Background: an optimization exercise with open tools, aiming at small area and a short achievable clock period. Do not read the settings as production practice.
The clock input has no modelled driver; a real chip could not lean on it and would need a root buffer or a full tree.
Power figures rest on the tool's default switching activity, not on a simulated workload.

## violet
// test_wrapper
module test_wrapper #(
	parameter SYS_VERSION = 41,
	parameter WIDTH = 16,
	parameter NUM_SUB_MON = 3
)(
	input clk,
	input reset,
	input       [5:0] slave_address,
	input             slave_read,
	input             slave_write,
	input      [31:0] slave_writedata,
	output reg [31:0] slave_readdata,
	output [15:0] dut_a,
	output [15:0] dut_b,
	input  [15:0] dut_out
);
	wire [7:0] we;
	wire [6:0] rs;
	wire       rd_hold;
	host_dec u_host_dec (
		.addr(slave_address), .rd(slave_read), .wr(slave_write),
		.we(we), .rs(rs), .hold(rd_hold)
	);
	reg [31:0] ctrl;
	wire [31:0] ctrl_next = we[0] ? slave_writedata : ctrl;
	reg        fsel;
	reg [15:0] man_a, man_b, set_a, set_b, clr_a, clr_b;
	always @(posedge clk)
		ctrl <= ctrl_next;
	always @(posedge clk) begin
		if (we[1]) fsel  <= slave_writedata[0];
		if (we[2]) man_a <= slave_writedata[15:0];
		if (we[3]) man_b <= slave_writedata[15:0];
  ...
export LEC_CHECK = 0
export ABC_AREA = 1
export CAP_MARGIN = 20
export CORE_MARGIN = 2
export CORE_UTILIZATION = 55
export SETUP_SLACK_MARGIN = 1.4
export SLEW_MARGIN = 20
export SYNTH_HIERARCHICAL = 1
create_clock -name core_clock -period 3.0 [get_ports {clk}]
standard.sh (not shown) runs the stock make flow with config.mk's settings and CLKGATE_MAP_FILE= SYNTH_SCRIPT=/design/flow/synth_recipe.tcl, a recipe that flattens the netlist after the stock synthesis.
==> flow/flow/run.sh <==
#!/bin/bash
set -euo pipefail
here=$(cd "$(dirname "$0")" && pwd)
export BUFFER_PORTS_ARGS="-buffer_cell sky130_fd_sc_hd__buf_2"
export CTS_ARGS="-sink_clustering_enable -repair_clock_nets -dont_use_dummy_load -sink_clustering_size 30 -sink_clustering_max_diameter 80"
export PRE_CTS_TCL="$here/cts_root.tcl"
export FLOW_CLOCK_PORT=clk
bash standard.sh > make.log 2>&1
==> flow/flow/cts_root.tcl <==
rename clock_tree_synthesis my_tritoncts
proc clock_tree_synthesis { args } {
  my_tritoncts {*}$args
  my_drop_root_buffer
}

proc my_drop_root_buffer { } {
  set block [ord::get_db_block]
  set port_net [$block findNet $::env(FLOW_CLOCK_PORT)]
  set roots {}
  foreach it [$port_net getITerms] { lappend roots $it }
  if { [llength $roots] != 1 } { puts "drop_root: port drives [llength $roots] pins, kept"; return }
  set rit [lindex $roots 0]
  set root [$rit getInst]
  if { ![string match "sky130_fd_sc_hd__clkbuf_*" [[$root getMaster] getName]] } { puts "drop_root: no root buffer"; return }
  set root_net "NULL"
  foreach it [$root getITerms] {
    if { [$it isOutputSignal] } { set root_net [$it getNet] }
  }
  set loads {}
  foreach it [$root_net getITerms] {
    if { [$it isOutputSignal] } { continue }
    if { ![string match "sky130_fd_sc_hd__clkbuf_*" [[[$it getInst] getMaster] getName]] } {
      puts "drop_root: root drives a non-buffer, kept"; return
    }
    lappend loads $it
  }
  if { [llength $loads] > 4 } { puts "drop_root: root drives [llength $loads] buffers, kept"; return }
  foreach it $loads {
    $it disconnect
    $it connect $port_net
  }
  foreach it [$root getITerms] { $it disconnect }
  odb::dbInst_destroy $root
  odb::dbNet_destroy $root_net
  puts "drop_root: the clock port drives [llength $loads] buffers directly"
}
Input changes introduced in quartz (baseline for comparison: violet):
diff --git a/flow/design.v b/flow/design.v
--- a/flow/design.v
+++ b/flow/design.v
@@ -119,37 +119,38 @@
 	always @(posedge clk)
 		ref2 <= {r1_p ^ hi_c[7:0], r1_lo};
 	wire [15:0] x = dut_out ^ ref2;
 	integer i;
 	reg [4:0] lzc;
 	always @(*) begin
 		lzc = 5'd16;
 		for (i = 0; i < 16; i = i + 1)
 			if (x[i]) lzc = 5'd15 - i;
 	end
-	reg [4:0] lz1, lz2, lz3, lz4, lz5;
-	always @(posedge clk) begin
-		lz1 <= lzc;
-		lz2 <= lz1;
-		lz3 <= lz2;
-		lz4 <= lz3;
-		lz5 <= lz4;
-	end
 	reg [3:0] rdy_ctr;
 	always @(posedge clk)
 		if (rst)
 			rdy_ctr <= 4'd0;
 		else if (!rdy_ctr[3])
 			rdy_ctr <= rdy_ctr + 1'b1;
 	wire ready = rdy_ctr[3];
+	wire ready_next = !rst && (rdy_ctr[3] || &rdy_ctr[2:0]);
+	reg [4:0] lz1, lz2, lz3, lz4, lz5;
+	always @(posedge clk) begin
+		lz1 <= lzc;
+		lz2 <= lz1;
+		lz3 <= lz2;
+		lz4 <= lz3;
+		lz5 <= ready_next ? lz4 : 5'd16;
+	end
 	reg sb_en;
-	wire sb_en_next = !ctrl_next[2] && !rst && (rdy_ctr[3] || &rdy_ctr[2:0]);
+	wire sb_en_next = !ctrl_next[2] && ready_next;
 	always @(posedge clk)
 		sb_en <= sb_en_next;
 	reg [31:0] data_ctr, error_ctr;
 	reg [4:0]  acc, maxacc, minacc;
 	reg err_en;
 	always @(posedge clk)
 		err_en <= sb_en_next && !lz4[4];
 	reg [2:0] data_f, error_f;
 	wire [3:0] data_ci  = {sb_en  & (&data_f),  sb_en  & (&data_f[1:0]),  sb_en  & data_f[0],  sb_en};
 	wire [3:0] error_ci = {err_en & (&error_f), err_en & (&error_f[1:0]), err_en & error_f[0], err_en};
@@ -168,29 +169,39 @@
 				if (data_ci[j])
 					data_ctr[8 * j +: 8] <= data_ctr[8 * j +: 8] + 1'b1;
 				if (error_ci[j])
 					error_ctr[8 * j +: 8] <= error_ctr[8 * j +: 8] + 1'b1;
 			end
 			for (j = 0; j < 3; j = j + 1) begin
 				data_f[j]  <= &data_ctr[8 * j + 1 +: 7]  & (data_ctr[8 * j]  ^ data_ci[j]);
 				error_f[j] <= &error_ctr[8 * j + 1 +: 7] & (error_ctr[8 * j] ^ error_ci[j]);
 			end
 		end
-	wire [4:0] acc_next = ready ? lz5 : 5'd16;
+	wire [4:0] acc_next = lz5;
 	always @(posedge clk)
 		acc <= acc_next;
 	reg        acc_gt, acc_lt;
+	function gt5(input [4:0] a, input [4:0] b);
+		reg r;
+		integer i;
+		begin
+			r = 1'b0;
+			for (i = 0; i < 5; i = i + 1)
+				r = (a[i] & ~b[i]) | (~(a[i] ^ b[i]) & r);
+			gt5 = r;
+		end
+	endfunction
 	wire       max_upd = sb_en && acc_gt;
 	wire       min_upd = sb_en && acc_lt;
 	always @(posedge clk) begin
-		acc_gt <= rst ? (acc_next > 5'd0)  : max_upd ? (acc_next > acc) : (acc_next > maxacc);
-		acc_lt <= rst ? (acc_next < 5'd16) : min_upd ? (acc_next < acc) : (acc_next < minacc);
+		acc_gt <= rst ? gt5(acc_next, 5'd0)  : max_upd ? gt5(acc_next, acc) : gt5(acc_next, maxacc);
+		acc_lt <= rst ? gt5(5'd16, acc_next) : min_upd ? gt5(acc, acc_next) : gt5(minacc, acc_next);
 	end
 	always @(posedge clk)
 		if (rst) begin
 			maxacc <= 5'd0;
 			minacc <= 5'd16;
 		end else begin
 			if (max_upd) maxacc <= acc;
 			if (min_upd) minacc <= acc;
 		end
 	wire        done = (tstate == S_DONE);
Notes after the runs:
Going from violet to quartz, total number of nets in the final design has remained practically unchanged; wire length saw an increase.
Summary of quartz over violet: via count went up by 292; met2 usage now sits lower; sequential share of layout area saw an increase; via count of the first global-routing pass increased by 37 relative to the old numbers.
Global-route wire length before repair delta (violet -> quartz): insignificant
quartz vs. violet: required time reported for the critical path endpoint went down by 0.22 ns.
On power, violet tracks quartz almost exactly.
Summary — final worst-path setup slack, quartz relative to violet: higher, by 0.084 ns.
Of violet and quartz, the run reporting the higher largest fanout of any net on the critical path was quartz.
Compared with violet, placement density in the core of quartz is lower.
Compared quartz against violet; global-route usage within noise.
No functional check of the RTL was part of any run of this note.

* * *

build 41:
The RTL this note starts from:
==> flow/design.v <==
module test_wrapper #(
	parameter SYS_VERSION = 41,
	parameter WIDTH = 16,
	parameter NUM_SUB_MON = 3
)(
	input clk,
	input reset,
	input       [5:0] slave_address,
	input             slave_read,
	input             slave_write,
	input      [31:0] slave_writedata,
	output reg [31:0] slave_readdata,
	output [15:0] dut_a,
	output [15:0] dut_b,
	input  [15:0] dut_out
);
	wire writing = ~slave_read && slave_write;
	wire reading = slave_read && ~slave_write;
	reg [31:0] ctrl;
	wire [31:0] ctrl_next = (writing && slave_address == 6'h00) ? slave_writedata : ctrl;
	reg        fsel;
	reg [15:0] man_a, man_b, set_a, set_b, clr_a, clr_b;
	always @(posedge clk)
		ctrl <= ctrl_next;
	always @(posedge clk)
		if (writing) begin
			if (slave_address == 6'h10) fsel  <= slave_writedata[0];
			if (slave_address == 6'h14) man_a <= slave_writedata[15:0];
			if (slave_address == 6'h18) man_b <= slave_writedata[15:0];
			if (slave_address == 6'h1C) set_a <= slave_writedata[15:0];
			if (slave_address == 6'h20) set_b <= slave_writedata[15:0];
			if (slave_address == 6'h24) clr_a <= slave_writedata[15:0];
			if (slave_address == 6'h28) clr_b <= slave_writedata[15:0];
		end
	wire rst    = ctrl[0];
	wire en     = ctrl[1];
	wire freeze = ctrl[2];
	reg [31:0] ra, rb;
	reg        rst_d, en_d, zero_d;
	function [31:0] lfsr_step(input [31:0] r);
		lfsr_step = {r[0], r[31], r[30] ^ r[0], r[29:27], r[26] ^ r[0], r[25] ^ r[0], r[24:1]};
	endfunction
	always @(posedge clk) begin
		rst_d <= rst;
		en_d  <= en;
	end
	always @(posedge clk)
		if (rst_d) begin
			ra <= 32'hCAFEF00D;
			rb <= 32'hFEEDC0DE;
		end else if (en_d) begin
			ra <= lfsr_step(ra);
			rb <= lfsr_step(rb);
		end
	localparam S_IDLE = 2'd0, S_READY = 2'd1, S_COUNT = 2'd2, S_DONE = 2'd3;
	reg [1:0] tstate;
	reg [3:0] delay_count;
	reg [3:0] out_count;
	wire dut_zero = ~|dut_out;
	always @(posedge clk)
		if (rst)
			tstate <= S_IDLE;
		else case (tstate)
			S_IDLE : if (dut_zero)   tstate <= S_READY;
			S_READY: if (&out_count) tstate <= S_COUNT;
			S_COUNT: if (dut_zero)   tstate <= S_DONE;
			default:                 tstate <= S_DONE;
		endcase
	always @(posedge clk)
		if (rst)
			delay_count <= 4'hF;
		else if (tstate == S_COUNT)
			delay_count <= delay_count + 1'b1;
	always @(posedge clk)
		if (rst || tstate == S_DONE || fsel)
			out_count <= 4'h0;
		else
			out_count <= out_count + 1'b1;
	reg [15:0] sa_0, sb_0, fa_0, fb_0;
	always @(posedge clk)
		zero_d <= rst || &out_count;
	wire [15:0] a_0 = zero_d ? 16'h0 : ra[15:0];
	wire [15:0] b_0 = zero_d ? 16'h0 : rb[15:0];
	always @(posedge clk)
		if (!fsel) begin
			sa_0 <= a_0 | set_a;
			sb_0 <= b_0 | set_b;
			fa_0 <= sa_0 & ~clr_a;
			fb_0 <= sb_0 & ~clr_b;
		end else begin
			sa_0 <= man_a;
			sb_0 <= man_b;
			fa_0 <= sa_0;
			fb_0 <= sb_0;
		end
	assign dut_a = fa_0;
	assign dut_b = fb_0;
	function [15:0] add16(input [15:0] a, input [15:0] b);
		reg [15:0] g, p;
		integer l, k;
		begin
			g = a & b;
			p = a ^ b;
			for (l = 0; l < 4; l = l + 1)
				for (k = 0; k < 16; k = k + 1)
					if (k[l]) begin
						g[k] = g[k] | (p[k] & g[((k >> l) << l) - 1]);
						p[k] = p[k] & p[((k >> l) << l) - 1];
					end
			add16 = (a ^ b) ^ {g[14:0], 1'b0};
		end
	endfunction
	reg [15:0] ref1, ref2;
	always @(posedge clk) begin
		ref1 <= (fa_0[0] & fb_0[0]) ? fb_0 : add16(fa_0, fb_0);
		ref2 <= ref1;
	end
	wire [15:0] x = dut_out ^ ref2;
	integer i;
	reg [4:0] lzc;
	always @(*) begin
		lzc = 5'd16;
		for (i = 0; i < 16; i = i + 1)
			if (x[i]) lzc = 5'd15 - i;
	end
	reg [4:0] lz1, lz2, lz3, lz4, lz5;
	always @(posedge clk) begin
		lz1 <= lzc;
		lz2 <= lz1;
		lz3 <= lz2;
		lz4 <= lz3;
		lz5 <= lz4;
	end
	reg [3:0] rdy_ctr;
	always @(posedge clk)
		if (rst)
			rdy_ctr <= 4'd0;
		else if (!rdy_ctr[3])
			rdy_ctr <= rdy_ctr + 1'b1;
	wire ready = rdy_ctr[3];
	reg sb_en;
	always @(posedge clk)
		sb_en <= !ctrl_next[2] && !rst && (rdy_ctr[3] || &rdy_ctr[2:0]);
	reg [31:0] data_ctr, error_ctr;
	reg [4:0]  acc, maxacc, minacc;
	always @(posedge clk)
		if (rst) begin
			data_ctr  <= 32'h0;
			error_ctr <= 32'h0;
		end else if (sb_en) begin
			data_ctr <= data_ctr + 1'b1;
			if (!lz5[4])
				error_ctr <= error_ctr + 1'b1;
		end
	always @(posedge clk)
		acc <= ready ? lz5 : 5'd16;
	always @(posedge clk)
		if (rst) begin
			maxacc <= 5'd0;
			minacc <= 5'd16;
		end else if (sb_en) begin
			if (acc > maxacc) maxacc <= acc;
			if (acc < minacc) minacc <= acc;
		end
	wire [31:0] dut_delay = (tstate == S_DONE) ? {28'h0, delay_count} : 32'hFFFFFFFF;
	always @(posedge clk)
		if (reading)
			case (slave_address)
				6'h00: slave_readdata <= ctrl;
				6'h04: slave_readdata <= SYS_VERSION;
				6'h2C: slave_readdata <= dut_delay;
				6'h30: slave_readdata <= data_ctr;
				6'h34: slave_readdata <= error_ctr;
				6'h38: slave_readdata <= {26'h0, maxacc[4], 1'b0, maxacc[3:0]};
				6'h3C: slave_readdata <= {26'h0, minacc[4], 1'b0, minacc[3:0]};
				default: ;
			endcase
endmodule
export LEC_CHECK = 0
export ABC_AREA = 1
export CAP_MARGIN = 20
export CORE_MARGIN = 2
export CORE_UTILIZATION = 40
export SETUP_SLACK_MARGIN = 1.2
export SLEW_MARGIN = 20
create_clock -name core_clock -period 3.0 [get_ports {clk}]
run.sh (not shown) runs the stock make flow with config.mk's settings and CLKGATE_MAP_FILE= SYNTH_SCRIPT=/design/flow/synth_recipe.tcl, a recipe that flattens the netlist after the stock synthesis.
Stock flow here: none of the scripts above is used.
diff inputs: build 41 => build 9
--- a/flow/design.v
+++ b/flow/design.v
@@ -93,23 +93,28 @@
 			fa_0 <= sa_0;
 			fb_0 <= sb_0;
 		end
 	assign dut_a = fa_0;
 	assign dut_b = fb_0;
 	function [15:0] add16(input [15:0] a, input [15:0] b);
-		reg [15:0] g, p;
+		reg [15:0] g, p, gn, pn;
 		integer l, k;
 		begin
 			g = a & b;
 			p = a ^ b;
-			for (l = 0; l < 4; l = l + 1)
+			for (l = 0; l < 4; l = l + 1) begin
+				gn = g;
+				pn = p;
 				for (k = 0; k < 16; k = k + 1)
-					if (k[l]) begin
-						g[k] = g[k] | (p[k] & g[((k >> l) << l) - 1]);
-						p[k] = p[k] & p[((k >> l) << l) - 1];
+					if (k >= (1 << l)) begin
+						gn[k] = g[k] | (p[k] & g[k - (1 << l)]);
+						pn[k] = p[k] & p[k - (1 << l)];
 					end
+				g = gn;
+				p = pn;
+			end
 			add16 = (a ^ b) ^ {g[14:0], 1'b0};
 		end
 	endfunction
 	reg [15:0] ref1, ref2;
 	always @(posedge clk) begin
 		ref1 <= (fa_0[0] & fb_0[0]) ? fb_0 : add16(fa_0, fb_0);
Notes after the runs:
The final layouts of build 41 and build 9 pass the timing, design-rule and antenna checks.
Diff build 41..build 9 | relative contribution of the clock network to total power | negligible
Going from build 41 to build 9, arrival time of data at the critical path endpoint shrinks by 0.04 ns.
~same final total power in build 41 and build 9
~same tightest hold margin in build 41 and build 9
Re average wire per cell in the routed design: build 41 and build 9 aren't equal, and the lower value belongs to build 9.
Looking at post-synthesis compound-gate area fraction across build 41 and build 9, the one that comes out higher is build 9.
Utilization build 41 -> build 9: down
Build 41 and build 9 ended up with nearly the same power share of the combinational group.
Build 9: non-clock buffer count about 9% below build 41
No functional check of the RTL was part of any run of this note.

* * *

// test_wrapper: RTL as listed in full above, without the edits since
make LEC_CHECK=0 CAP_MARGIN=20 CORE_MARGIN=2 CORE_UTILIZATION=40 SETUP_SLACK_MARGIN=1.2 SLEW_MARGIN=20 finish   # period 3.0 ns
Edit:
--- a/flow/design.v
+++ b/flow/design.v
@@ -96,17 +96,22 @@
 	assign dut_a = fa_0;
 	assign dut_b = fb_0;
 	function [15:0] add16(input [15:0] a, input [15:0] b);
-		reg [15:0] g, p;
+		reg [15:0] g, p, gn, pn;
 		integer l, k;
 		begin
 			g = a & b;
 			p = a ^ b;
-			for (l = 0; l < 4; l = l + 1)
+			for (l = 0; l < 4; l = l + 1) begin
+				gn = g;
+				pn = p;
 				for (k = 0; k < 16; k = k + 1)
-					if (k[l]) begin
-						g[k] = g[k] | (p[k] & g[((k >> l) << l) - 1]);
-						p[k] = p[k] & p[((k >> l) << l) - 1];
+					if (k >= (1 << l)) begin
+						gn[k] = g[k] | (p[k] & g[k - (1 << l)]);
+						pn[k] = p[k] & p[k - (1 << l)];
 					end
+				g = gn;
+				p = pn;
+			end
 			add16 = (a ^ b) ^ {g[14:0], 1'b0};
 		end
 	endfunction
Outcome: Global-route usage rose by 0.16 points; register-to-register slack gets better by 0.16 ns; design area climbs by 1.7%; worst hold slack stays flat; die area increases by 1.3%; power fell by 1.2%; worst setup slack gets better by 0.16 ns; non-clock buffer count goes up by 19; sequential cell count does not change; synthesized cell count rose by 2.0%; cell count rises by 2.2%; utilization barely changes.
No functional check of the RTL was part of any run of this note.

==> what the ideal ports hide <==
The flow's constraints put no driver on any port. The routed layouts listed below were extracted and timed again, unchanged, in two steps. Step 1 sets driving cells, clkbuf_16 on the clock port and buf_2 on the other inputs (assumed; they add their load-dependent delay and slew). Step 2 adds t to the input delays and takes it off the output delays; t is the mean of the earliest and latest rising clock arrival at the registers after step 1. Input paths then give back, and output paths get back, about the clock's delay inside the block. Three values: ideal, step 1, step 2; two values: the first two.
run | t (ns) | setup WS [ns] | hold WS [ns] | worst setup path at the end
violet | 0.459 | 1.320 / 1.300 / 1.059 | 0.334 / 0.306 / 0.334 | input to register
quartz | 0.461 | 1.404 / 1.363 / 0.985 | 0.320 / 0.320 / 0.320 | input to register
build 41 | 0.620 | 1.104 / 1.104 / 0.651 | 0.322 / 0.322 / 0.322 | input to register
build 9 | 0.622 | 1.101 / 1.101 / 0.641 | 0.322 / 0.322 / 0.322 | input to register
the first run of note 3 | 0.617 | 0.814 / 0.814 / 0.425 | 0.325 / 0.325 / 0.325 | input to register
the second run of note 3 | 0.613 | 0.978 / 0.978 / 0.434 | 0.325 / 0.325 / 0.325 | input to register
After both steps every run listed still meets setup and hold. For the second run of note 3, which loses most, drivers alone change the setup slack by 0.000 ns; drivers and shift together by -0.544 ns.
